This is an optimization exercise on Yosys and OpenROAD, whose aim is small area, not a production implementation.
Only the layout flow was run in this run; the RTL was not checked for function there.
Power figures rest on the tool's default switching activity, not on a simulated workload.

<file path="flow/run.sh">
#!/bin/bash
# synth_recipe.tcl (not shown) runs the flow's synth.tcl, then flattens the netlist and writes it again
# the make line also repeats each setting of config.mk as NAME=value (left out here)
make -C /OpenROAD-flow-scripts/flow DESIGN_CONFIG=/design/flow/config.mk WORK_HOME=/design/flow/orfs CLKGATE_MAP_FILE= SYNTH_SCRIPT=/design/flow/synth_recipe.tcl finish
</file>
<file path="flow/config.mk">
export PLATFORM = sky130hd
export DESIGN_NAME = RISCtop
export DESIGN_NICKNAME = RISCtop
export VERILOG_FILES = /design/flow/design.v
export SDC_FILE = /design/flow/constraint.sdc
export NUM_CORES = 4
export LEC_CHECK = 0
export CAP_MARGIN = 20
export CORE_MARGIN = 2
export CORE_UTILIZATION = 40
export PLACE_DENSITY = 0.6
export SLEW_MARGIN = 20
</file>
<file path="flow/constraint.sdc">
create_clock -name core_clock -period 10.0 [get_ports {clk}]
set_input_delay 2.0000 -clock core_clock [delete_from_list [all_inputs] [get_ports {clk}]]
set_output_delay 2.0000 -clock core_clock [all_outputs]
set_load 0.01 [all_outputs]
</file>
<file path="flow/design.v">
`timescale 1ns / 1ps
module ALU(
   input [3:0] Opcode,
   input [15:0] A,
   input [15:0] B,
   output reg [15:0] Output,
	output reg Z
	);
	reg [15:0]result;
	always @(*)
	begin
		case(Opcode)
		4'b0000:
			result = A + B;
		4'b0001:
			result = A - B;
		4'b0010:
			result = A & B;
		4'b0011:
			result = A | B;
		4'b0100:
			result = A ^ B;
		4'b0101:
			result = ~A;
		4'b0110:
			result = A << 1;
		4'b0111:
			result = A >> 1;
		default:
			result = 16'b0000000000000000;
	endcase
	Output = result;
	if (A == 0)begin
		Z = 1;
	end
	else begin
		Z = 0;
	end
	end
endmodule
`timescale 1ns / 1ps
module RISCmodified2to1mux(
    input [15:0] A,
    input [15:0] B,
    input Sel,
    output reg [15:0] Z
    );
	always @(A or B or Sel)
		if(Sel == 1'b0)
			Z = A;
		else
			Z = B;
endmodule
`timescale 1ns / 1ps
module RISCmodified4to1mux(
    input [15:0] A,
    input [15:0] B,
    input [15:0] C,
    input [15:0] D,
    input [1:0]  Sel,
    output reg [15:0] Z
    );
	always @(A or B or C or D or Sel)
		case (Sel)
			2'b00:	Z = A;
			2'b01:	Z = B;
			2'b10:	Z = C;
			2'b11:	Z = D;
		endcase	
endmodule
`timescale 1ns / 1ps
module RISCregfile(
	 input reset,
    input [3:0] R1, R2,
    input [3:0] W1,
    input [15:0] D1,
    input Wenable,
	 input clk,
    output reg [15:0] OUT1,
    output reg [15:0] OUT2
    );
	 reg [15:0] register[15:0];
	 always @ (posedge clk or posedge reset) begin
	 if(reset == 1) begin
	 register[0] <= 0;
	 register[1] <= 0;
	 register[2] <= 0;
	 register[3] <= 0;
	 register[4] <= 0;
	 register[5] <= 0;
	 register[6] <= 0;
	 register[7] <= 0;
	 register[8] <= 0;
	 register[9] <= 0;
	 register[10] <= 0;
	 register[11] <= 0;
	 register[12] <= 0;
	 register[13] <= 0;
	 register[14] <= 0;
	 register[15] <= 0;
	 OUT1 <= 16'b0000000000000000;
	 OUT2 <= 16'b0000000000000000;
	 end
	 else begin
	 if(Wenable == 1) begin
	 register[W1] <= D1;
	 OUT1 <= register[R1];
	 OUT2 <= register[R2];
	 end
	 end
	 end
endmodule
`timescale 1ns / 1ps
module RISCcontroller(
    input [15:0] data,
	 input [15:0] RegA,
	 input clk,
	 input reset,
	 input Z,
    output reg [3:0] Rd,
    output reg [3:0] Rs,
    output reg [3:0] Rt,
	 output reg [3:0] OP,
	 output reg writeregister,
	 output reg writeram,
	 output reg readram,
	 output reg [5:0] addresstorom,
	 output reg enablerom,
	 output reg [1:0] MUX2sel,
	 output reg [7:0] offset
    );
	 reg [5:0] programcounter;
	 reg [15:0] storage;
	 reg [3:0] operand;
	 reg [3:0] destination;
	 reg [3:0] source;
	 reg [3:0] target;
	 reg state;
	 always @ (posedge clk or posedge reset) begin
		if (reset==1) begin
			programcounter <= 6'b000000;
			Rd <= 4'b0000;
			Rs <= 4'b0000;
			Rt <= 4'b0000;
			operand <= 4'b0000;
			OP <= 4'b0000;
			state <= 0;
			storage <= 16'b0000000000000000;
			destination <= 4'b0000;
			source <= 4'b0000;
			target <= 4'b0000;
			writeregister <= 0;
			writeram <= 0;
			readram <= 0;
			addresstorom <= 6'b000000;
			enablerom <= 0;
			MUX2sel <= 2'b00;
			offset <= 8'b00000000;
			end
		else begin
		if(state == 0) begin
			enablerom <= 1;		
			addresstorom <= programcounter;
			storage <= data;		
			operand <= storage[15:12];
			destination <= storage[11:8];
			source <= storage[7:4];
			target <= storage[3:0];
			state <= 1;
		end
		else begin
		if(state == 1) begin
		enablerom <= 0;
			programcounter <= programcounter + 1;
			case (operand)
				0: begin
						Rd <= destination;
						Rs <= source;
						Rt <= target;
						OP <= operand;
						MUX2sel <= 0;
						writeregister <= 1;
						writeram <= 0;
						readram <= 0;
						addresstorom <= 0;
						enablerom <= 0;
						offset <= 0;
					end
				1: begin
						Rd <= destination;
						Rs <= source;
						Rt <= target;
						OP <= operand;
						MUX2sel <= 0;
						writeregister <= 1;
						writeram <= 0;
						readram <= 0;
						addresstorom <= 0;
						enablerom <= 0;
						offset <= 0;
					end
				2: begin
						Rd <= destination;
						Rs <= source;
						Rt <= target;
						OP <= operand;
						MUX2sel <= 0;
						writeregister <= 1;
						writeram <= 0;
						readram <= 0;
						addresstorom <= 0;
						enablerom <= 0;
						offset <= 0;
					end
				3: begin
						Rd <= destination;
						Rs <= source;
						Rt <= target;
						OP <= operand;
						MUX2sel <= 0;
						writeregister <= 1;
						writeram <= 0;
						readram <= 0;
						addresstorom <= 0;
						enablerom <= 0;
						offset <= 0;
					end
				4: begin
						Rd <= destination;
						Rs <= source;
						Rt <= target;
						OP <= operand;
						MUX2sel <= 0;
						writeregister <= 1;
						writeram <= 0;
						readram <= 0;
						addresstorom <= 0;
						enablerom <= 0;
						offset <= 0;
					end
				5: begin
						Rd <= destination;
						Rs <= source;
						Rt <= 0;
						OP <= operand;
						MUX2sel <= 0;
						writeregister <= 1;
						writeram <= 0;
						readram <= 0;
						addresstorom <= 0;
						enablerom <= 0;
						offset <= 0;
					end
				6: begin
						Rd <= destination;
						Rs <= source;
						Rt <= 0;
						OP <= operand;
						MUX2sel <= 0;
						writeregister <= 1;
						writeram <= 0;
						readram <= 0;
						addresstorom <= 0;
						enablerom <= 0;
						offset <= 0;
					end
				7: begin
						Rd <= destination;
						Rs <= source;
						Rt <= 0;
						OP <= operand;
						MUX2sel <= 0;
						writeregister <= 1;
						writeram <= 0;
						readram <= 0;
						addresstorom <= 0;
						enablerom <= 0;
						offset <= 0;
					end
				8: begin
						Rd <= destination;
						Rs <= 0;
						Rt <= 0;
						OP <= operand;
						MUX2sel <= 2;
						writeregister <= 1;
						writeram <= 0;
						readram <= 0;
						addresstorom <= 0;
						enablerom <= 0;
						offset <= {8'b00000000,storage[7:0]};
					end
				9: begin
						Rd <= destination;
						Rs <= source;
						Rt <= 0;
						OP <= operand;
						MUX2sel <= 1;
						writeregister <= 1;
						writeram <= 0;
						readram <= 1;
						addresstorom <= 0;
						enablerom <= 0;
						offset <= 0;
					end
				10: begin
						Rd <= 0;
						Rs <= source;
						Rt <= target;
						OP <= operand;
						MUX2sel <= 1;
						writeregister <= 0;
						writeram <= 1;
						readram <= 0;
						addresstorom <= 0;
						enablerom <= 0;
						offset <= 0;		
					end
				11: begin
						Rd <= 0;
						Rs <= destination;
						Rt <= 0;
						OP <= operand;
						MUX2sel <= 1;
						writeregister <= 0;
						writeram <= 0;
						readram <= 0;
						addresstorom <= 0;
						enablerom <= 0;
						offset <= 0;
						if(Z) programcounter <= programcounter + storage[5:0];
					end
				12: begin
						Rd <= destination;
						Rs <= source;
						Rt <= 0;
						OP <= operand;
						MUX2sel <= 1;
						writeregister <= 1;
						writeram <= 0;
						readram <= 1;
						addresstorom <= 0;
						enablerom <= 0;
						offset <= 0;
						if(~Z) programcounter <= programcounter + storage[5:0];
					end
				13: begin
						Rd <= destination;
						Rs <= 0;
						Rt <= 0;
						OP <= operand;
						MUX2sel <= 3;
						writeregister <= 1;
						writeram <= 0;
						readram <= 0;
						addresstorom <= 0;
						enablerom <= 0;
						offset <= {12'b000000000000,programcounter + 1};
						programcounter <= offset + storage[5:0];
					end
				14: begin
						Rd <= 0;
						Rs <= 0;
						Rt <= 0;
						OP <= operand;
						MUX2sel <= 0;
						writeregister <= 0;
						writeram <= 0;
						readram <= 0;
						addresstorom <= 0;
						enablerom <= 0;
						offset <= 0;
						programcounter <= programcounter + storage[5:0];
					 end
				15: begin
						if(storage[11:8] == 0)
						begin
						Rd <= 0;
						Rs <= source;
						Rt <= 0;
						OP <= 0;
						writeregister <= 0;
						writeram <= 0;
						readram <= 0;
						addresstorom <= 0;
						enablerom <= 0;
						offset <= 0;
						programcounter <= RegA[5:0];
						end
					 end		
			endcase
			state <= 0;
		end
		end
	end
end
endmodule
`timescale 1ns / 1ps
module RISCtop(
    input [15:0] data_from_rom,
    input reset,
    input clk,
    input[15:0] data_from_ram,
    output [5:0] address_to_rom,
    output enable_to_rom,
    output[15:0] data_to_ram,
    output write_enable_to_ram,
    output read_enable_to_ram,
    output [5:0] address_to_ram,
    output enable_ram_read
    );
	wire RW, WEnabletoRam, CheckZero;
	wire [1:0] MD;
	wire [3:0] opcode, Rd, Rs, Rt;
	wire [7:0] offsetsig;
	wire [15:0] A, B, C, RamOut, D, F, DfromMux;
	 RISCcontroller controller(
    .data			(data_from_rom),
	 .RegA			(A),
	 .clk				(clk),
	 .reset			(reset),
    .Rd				(Rd),
    .Rs				(Rs),
    .Rt				(Rt),
	 .OP				(opcode),
	 .writeregister		(RW),
	 .writeram				(WEnabletoRam),
	 .readram				(read_enable_to_ram),
	 .addresstorom			(address_to_rom),
	 .enablerom				(enable_to_rom),
	 .MUX2sel				(MD),
	 .offset					(offsetsig),
	 .Z						(CheckZero)
    );
	 RISCregfile regfile(
	 .reset			(reset),
    .R1		(Rs),
    .R2		(Rt),
	 .W1		(Rd),
	 .D1	(D),
	 .Wenable	(RW),
	 .clk		(clk),
	 .OUT1	(A),
	 .OUT2	(B)
	 );
	 RISCmodified2to1mux mux1(
    .A			(data_from_ram),
    .B			(B),
    .Sel			(WEnabletoRam),
    .Z			(data_to_ram)
    );
	 RISCmodified4to1mux mux3(
    .A			(F),
    .B			(data_from_ram),
	 .C			(offsetsig),
	 .D			(offsetsig),
    .Sel			(MD),
    .Z			(D)
    );
	 assign write_enable_to_ram = WEnabletoRam;
	 assign address_to_ram = A[5:0];
	 assign enable_ram_read = 1'b0;
	 ALU topalu(
    .Opcode			(opcode),
    .A				(A),
    .B				(B),
    .Output			(F),
	 .Z				(CheckZero)
	 );
endmodule
</file>
==> out/results.tsv <==
stage	metric	value	unit
run_status	status	finished clean	
global_route	largest net degree at the start of global routing	167	
die	core area	50400	um^2
clock_tree	Hold Buf Count CTS	0	
detailed_routing	vias after detailed routing	19100	
synthesis	Top FF cell, synth	dfrtp_1	
setup_path	register-to-register setup slack	5520	ps
setup_path	WP depth	4	
clock_tree	Worst-Skew Late Latency	580	ps
synthesis	Yosys reg bits	362	
timing	Setup-failing EPs final	0	
finish	non-filler instance count after layout	2902	
global_route	Congestion Overflow GR	0	
setup_path	Setup CP Type	in -> out	
synthesis	warnings from Yosys	8	
clock_tree	H-tree depth	2	
setup_path	Worst Path Required	8000	ps
die	Initial Utilization	40.7	%
clock_tree	CTS tree	built	
setup_path	maximum fanout along the worst path	2	
die	Cell Rows	82	
detailed_routing	initial detailed-routing violation count	2909	
clock_tree	clock tree buffer depth	3	
die	DIE WIDTH	230	um
synthesis	async set-or-reset flop fraction in the synthesized netlist	100	%
power_and_ir_drop	Peak VDD IR	0.109	mV
setup_path	FF-to-FF End	regfile.register[15][15]	
detailed_routing	final WL	81.6	mm
place	Port Buffers	64	
setup_path	Setup crit end kind	primary output	
power_and_ir_drop	Static Leak	0.00962	uW
timing	achievable frequency	191	MHz
clock_tree	clk slew on worst S/H paths	50	ps
die	die area	53100	um^2
place	placed insts	2823	
synthesis	largest family of logic cells by synthesized area	compound AO/OA/AOI/OAI gates	
synthesis	fraction of synthesized area in multiplexers	7.97	%
timing	Post-Route Skew	18.1	ps
setup_path	worst r2r src	controller.OP[2]	
synthesis	Compound-Gate Fraction of Synth Area	24.5	%
synthesis	Post-Synthesis Cell Area	20500	um^2
finish	area grow syn2layout	15.0	%
global_route	first-pass GRT wire length	121	mm
setup_path	crit path capture	data_to_ram[5]	
synthesis	Post-synth EDFFs	0	
setup_path	Worst Setup SP	data_from_ram[5]	
setup_path	critical path startpoint category	input pin	
global_route	antenna violations before repair	3	
finish	final-stage net count	2292	
timing	fin crit period	5240	ps
detailed_routing	DR pass1 iterations	9	
synthesis	register area share after synthesis	44.2	%
clock_tree	Post-CTS Setup Inserts	0	
place	dpl ws	4750	ps
setup_path	cell repeated most along the worst path	clkdlybuf4s50_1	
detailed_routing	DRC Markers	0	
timing	Slew Viols, Final	0	
synthesis	Post-Synth Simple-Gate Area	13.3	%
detailed_routing	vias per cell	6.59	
setup_path	crit path DAT	3240	ps
timing	Final Worst Setup Slack	4760	ps
finish	most frequent cells in the layout	dfrtp_1, nor2_1, a21oi_1	
setup_path	CP Cell Sequence	clkdlybuf4s50_1 -> inv_1 -> o21ai_0 -> clkdlybuf4s50_1	
timing	WHS	480	ps
synthesis	adder-cell area share of the yosys netlist	3.89	%
setup_path	CP delay by family, top	buffers and inverters	
timing	Final Hold Viols	0	
timing	Total Neg Setup Slack	0	ps
timing	RSZ-0062 raised after global routing	false	
setup_path	FF-to-FF path depth	13	
clock_tree	# clock sinks	362	
die	num ports	66	
die	die height	230	um
hold_path	Worst Hold Class	reg -> reg	
finish	fin util	46.8	%
synthesis	xor/xnor cell area share of the yosys netlist	1.62	%
place	Post-DP HPWL	54.1	mm
run	Max-cap violations	0	
global_route	vias in the first global route	18400	
synthesis	Mapped Cells	2179	
finish	most common cell after layout, fill and taps aside	dfrtp_1	
setup_path	Bufs and invs on worst path	3	
place	routability cong.	0.952	
finish	share of post-route cells with drive strength above 1	14.4	%
setup_path	Largest stage delay, worst path	570	ps
clock_tree	cts repair resizes	0	
global_route	gr usage total	30.4	%
synthesis	mean post-synth cell area	9.41	um^2
power_and_ir_drop	pwr/cell area	258	nW/um^2
clock_tree	Root Buffer	clkbuf_16	
synthesis	synth unique cells	74	
timing	worst slew pin tran	1220	ps
detailed_routing	DR WL/cell	28.1	um
detailed_routing	number of nets with antenna violations after routing	0	
synthesis	Syn Nets	2275	
timing	Slew headroom	18.8	%
setup_path	Critical-path top delay cell	clkdlybuf4s50_1	
timing	fin crit share	52.4	%
clock_tree	CTS buffer count	41	
registers in the layout, summed over array words and instances (netlist names):
signal / cells
controller.programcounter: 6
controller.source: 4
controller.operand: 4
controller.OP: 4
controller.enablerom: 1
controller.offset: 8
controller.storage: 16
regfile.register: 256
controller.destination: 4
controller.Rt: 4
controller.writeregister: 1
controller.MUX2sel: 2
regfile.OUT1: 16
controller.target: 4
regfile.OUT2: 16
controller.writeram: 1
controller.readram: 1
controller.Rs: 4
controller.Rd: 4
controller.addresstorom: 6
worst min path at each step:
stage	start	to	slack, ps	cells past startpoint
2_1_floorplan	controller.offset[6]	controller.offset[6]	450	2
3_3_place_gp	controller.addresstorom[1]	controller.addresstorom[1]	470	2
3_5_place_dp	controller.addresstorom[5]	controller.addresstorom[5]	480	2
4_1_cts	controller.addresstorom[1]	controller.addresstorom[1]	490	2
5_1_grt	controller.addresstorom[5]	controller.addresstorom[5]	500	2
6_report	controller.addresstorom[1]	controller.addresstorom[1]	480	2
synthesized netlist by cell type (all sizes together), types with 6 or more instances:
| master | instances | area [um^2] |
|---|---|---|
| a22oi | 113 | 848 |
| inv | 63 | 236 |
| o21a | 6 | 45.0 |
| o211ai | 7 | 52.6 |
| and2 | 7 | 43.8 |
| nor2b | 26 | 163 |
| nand4 | 19 | 119 |
| a31oi | 60 | 375 |
| a21oi | 181 | 943 |
| clkbuf | 112 | 420 |
| nor3b | 7 | 52.6 |
| a211oi | 10 | 75.1 |
| buf | 51 | 269 |
| nor4 | 11 | 81.3 |
| o21ai | 139 | 696 |
| xnor2 | 26 | 228 |
| nand2 | 157 | 589 |
| o22ai | 11 | 75.1 |
| o2111ai | 8 | 70.1 |
| a222oi | 21 | 210 |
| o221ai | 24 | 210 |
| a22o | 47 | 412 |
| nor3 | 42 | 250 |
| mux2 | 114 | 1280 |
| a32oi | 12 | 105 |
| and3 | 6 | 37.5 |
| nand2b | 21 | 131 |
| xor2 | 12 | 105 |
| nand3 | 44 | 225 |
| a221oi | 42 | 380 |
| a2111oi | 6 | 52.6 |
| dfrtp | 362 | 9060 |
| or3 | 7 | 43.8 |
| a211o | 7 | 61.3 |
| nor2 | 240 | 901 |
| mux2i | 35 | 350 |
| ha | 59 | 738 |
| a21o | 10 | 75.1 |
final cells by class:
cell class	count	area [um^2]
fillers	4813	26800
multi-input cells	1591	10800
flip-flops and latches	362	9060
repair buffers	137	1200
clock buffers	55	1190
well taps	672	841
clock inverters	21	298
inverters	63	240
diodes	1	2.50
report_power, final:
| group | total (uW) | switching [uW] | internal (uW) |
|---|---|---|---|
| Sequential | 2520 | 566 | 1960 |
| Clock | 1670 | 648 | 1020 |
| Combinational | 1900 | 1100 | 796 |
| Total | 6090 | 2320 | 3770 |
metrics by stage:
step                      cell area [um^2]  total power, uW
after floorplan                      20500             3650
after global placement               22000             4300
after detailed placement             22100             4360
after CTS                            23500             6030
after global routing                 23600             6390
final                                23600             6090
worst min-delay path: cells and delay by family, from the launching register on:
kind / cells / cell delay, ps
flops: 1 / 340
simple gates: 2 / 100
per-layer routing:
layer / GRT usage [%] / share of wire [%] / vias up
met3: 8.84 / 12 / 288
met5: 0 / 0.021 / -
met1: 41.5 / 40 / 9398
met4: 15.8 / 5.6 / 2
li1: - / - / 8137
met2: 43.5 / 42 / 1300
kinds of logic (layout without fill, tap and decap cells):
logic type	after synthesis	after routing
buffers and inverters	226	276
other	1	2
adder cells (fa/ha/maj)	62	62
flip-flops	362	362
AND/OR/NAND/NOR	598	598
XOR/XNOR	38	38
AO/OA/AOI/OAI	743	743
multiplexers	149	149

[afterwards: timing with drivers on the ports]
How much do the figures lean on ideal ports? The routed layout below was timed once more, with nothing changed but the port constraints.
Step 1, drivers: a clkbuf_16 drives clk and a buf_2 each remaining input, both assumed.
Step 2 also shifts input and output timing later by t, the mid clock arrival at the registers, as if the neighbouring blocks saw the same clock.
Slacks: no drivers / after step 1 / after step 2; pairs: no drivers / after step 1.
t, ns: 0.624
setup slack, ns: 4.760 / 4.737 / 4.737
worst setup path after step 2: input to output
clock arrival spread, ns: 0.018 / 0.018
worst slew at a driven data input, ns: 0.04
After both steps this run still meets setup and hold. The setup slack of this run moves by -0.023 ns with the drivers and by -0.023 ns with both steps.
